What follows belongs to an exercise in optimizing a design on an open flow for small area, a short achievable clock period and few clock cycles; a production flow would make more cautious choices. Only simulation tests tie the RTL to the original design; equivalence was not proved.

## oak
## MDU
module MDU(
  input         clock,
                reset,
                io_in_valid,
  input  [63:0] io_in_bits_src1,
                io_in_bits_src2,
  input  [6:0]  io_in_bits_func,
  output        io_out_valid,
  output [63:0] io_out_bits
);
  localparam IDLE = 0, MUL = 1, MFIN = 2, PREP = 3, ALIGN = 4, ITER = 5, DFIN = 6,
             MFAST = 7;
  reg  [7:0]  st;
  reg         vld;
  reg  [64:0] A;
  reg  [63:0] B;
  reg  [65:0] S, C;
  reg  [6:0]  cnt;
  reg         cy;       
  reg         fhigh;    
  reg         fword;    
  reg         fsign;    
  reg         frem;     
  reg  [3:0]  bone, btwo, bneg;   
  reg         msa;      
  reg         msb;      
  reg         fsel;     
  reg         finv;     
  reg         fmq;      
  reg         nA, nB;   
  reg         fres;     
  reg         aneg;     
  reg         qneg;     
  assign io_out_valid = vld;
  assign io_out_bits  = C[63:0];
  function automatic [63:0] sext32(input [63:0] x);
    sext32 = {{32{x[31]}}, x[31:0]};
  endfunction
  ...
Settings: LEC_CHECK=0, ABC_CLOCK_PERIOD_IN_PS=4000, CAP_MARGIN=20, CORE_MARGIN=2, CORE_UTILIZATION=40, SLEW_MARGIN=20; clock period 13.0 ns.
standard.sh (not shown) runs the stock make flow with config.mk's settings and CLKGATE_MAP_FILE= SYNTH_SCRIPT=/design/flow/synth_recipe.tcl, a recipe that flattens the netlist after the stock synthesis.
==> flow/flow/run.sh <==
#!/bin/bash
set -euo pipefail
bash standard.sh SETUP_SLACK_MARGIN=8 finish > standard_flow.log 2>&1
Testbench counts of oak, summed over its fixed seeds: cycles 15,629.
Here is what was changed in the inputs of pine compared with oak.
diff --git a/flow/design.v b/flow/design.v
--- a/flow/design.v
+++ b/flow/design.v
@@ -781,28 +781,28 @@
   wire [63:0] Bnext  = {{8{bfill}}, B[63:8]};
   wire        p_aneg = nB;
   wire        p_bneg = nA;
   wire [6:0]  wB     = width64(B ^ {64{nB}});
   wire [6:0]  wA     = width64(A[63:0] ^ {64{nA}});
   wire [6:0]  p_wa   = wB + {6'd0, nB};
   wire [6:0]  p_wb   = wA;
   wire [7:0]  p_d    = {1'b0, p_wa} - {1'b0, p_wb};
   wire        p_bz   = ~(|A[63:0]);
   wire        p_q0   = p_d[7];
+  wire [63:0] p_rema = fword ? sext32(B) : B;
   wire [65:0] it_sum = S + ({1'b0, A} ^ {66{~S[65]}}) + {65'd0, ~S[65]};
   wire        it_q1  = ~it_sum[65];
   wire [63:0] it_q   = {B[62:0], it_q1};
   wire [63:0] fa_p   = (fsel ? B : S[63:0]) ^ {64{finv}};
   wire [63:0] fa_q   = fmq ? C[63:0] : 64'd0;
   wire        fa_c   = fmq ? cy : finv;
   wire [63:0] fa_sum = fa_p + fa_q + {63'd0, fa_c};
-  wire [63:0] c_res = st[ITER] ? it_q : st[PREP] ? (frem ? B : {64{p_bz}}) : fa_sum;
   always @(posedge clock) begin
     if (reset) begin
       st   <= 8'd1 << IDLE;
       vld  <= 1'b0;
       fsel <= 1'b0;
       finv <= 1'b0;
       fmq  <= 1'b0;
     end else begin
       vld  <= 1'b0;
       fsel <= 1'b0;
@@ -863,21 +863,21 @@
           vld      <= 1'b1;
           st[IDLE] <= 1'b1;
         end
         fsel <= fsel;
         finv <= finv;
       end
     end
   end
   always @(posedge clock) begin
     S <= {2'b0, fa_sum};
-    C <= {2'b0, fword ? sext32(c_res) : c_res};
+    C <= {2'b0, fword ? sext32(fa_sum) : fa_sum};
     B <= Bnext;
     {bneg, btwo, bone} <= booth4(B[15:7]);
     if (st[IDLE]) begin
       cnt   <= 7'd0;
       cy    <= 1'b0;
       S     <= {in_div & ~(in_sgn & in_b_div[63]), 65'd0};
       C     <= 66'd0;
       fword <= in_w;
       fsign <= in_sgn;
       frem  <= f[1];
@@ -915,23 +915,25 @@
       cnt <= cnt + 7'd1;
     end
     if (st[DFIN]) S <= it_sum;   
     if (st[MFAST]) C <= {2'b0, {64{fres}}};
     if (st[PREP]) begin
       aneg <= p_aneg;
       qneg <= p_aneg ^ p_bneg;
       cnt  <= p_d[6:0];
       A    <= {1'b0, it_sum[63:0]};
       B    <= 64'd0;
+      C    <= {2'b0, frem ? p_rema : {64{p_bz}}};
     end
     if (st[ALIGN]) begin
       A <= A << cnt;
       B <= 64'd0;
     end
     if (st[ITER]) begin
       S <= it_sum;
       B <= it_q;
       if (cnt != 7'd0) A <= A >> 1;
+      C   <= {2'b0, fword ? sext32(it_q) : it_q};
       cnt <= cnt - 7'd1;
     end
   end
 endmodule
Results
- In pine the final core utilization turned out 0.24 points higher than in oak.
- Global routing met2 resource utilization, oak and pine, lower one = pine.
- Compared with oak, in pine total iterations of the first detailed-routing run picked up an extra 3, sum of routed wire segments on met1 lost 11,000 um, worst reg2reg path depth picked up an extra 5, number of gates resized after cts picked up an extra 4.
Testbench counts of pine, summed over its fixed seeds: cycles 15,629.

==> static timing again, ports no longer ideal <==
In the flow no input, the clock included, has a driving cell. The finished layouts below were timed again as built, in two steps.
Step 1, drivers: a clkbuf_16 drives clock and a buf_2 each remaining input, both assumed.
Step 2 also shifts input and output timing later by t, the mid clock arrival at the registers, as if the neighbouring blocks saw the same clock.
a / b / c = no drivers / after step 1 / after step 2; a / b = the first two.
run | t (ns) | setup slack, ns | hold slack, ns
oak | 0.734 | 7.959 / 7.959 / 7.321 | 0.537 / 0.537 / 0.537
pine | 0.686 | 7.913 / 7.913 / 7.469 | 0.540 / 0.540 / 0.540
After both steps every run listed still meets setup and hold. The setup slack of oak, which loses most, moves by 0.000 ns with the drivers and by -0.638 ns with both steps.
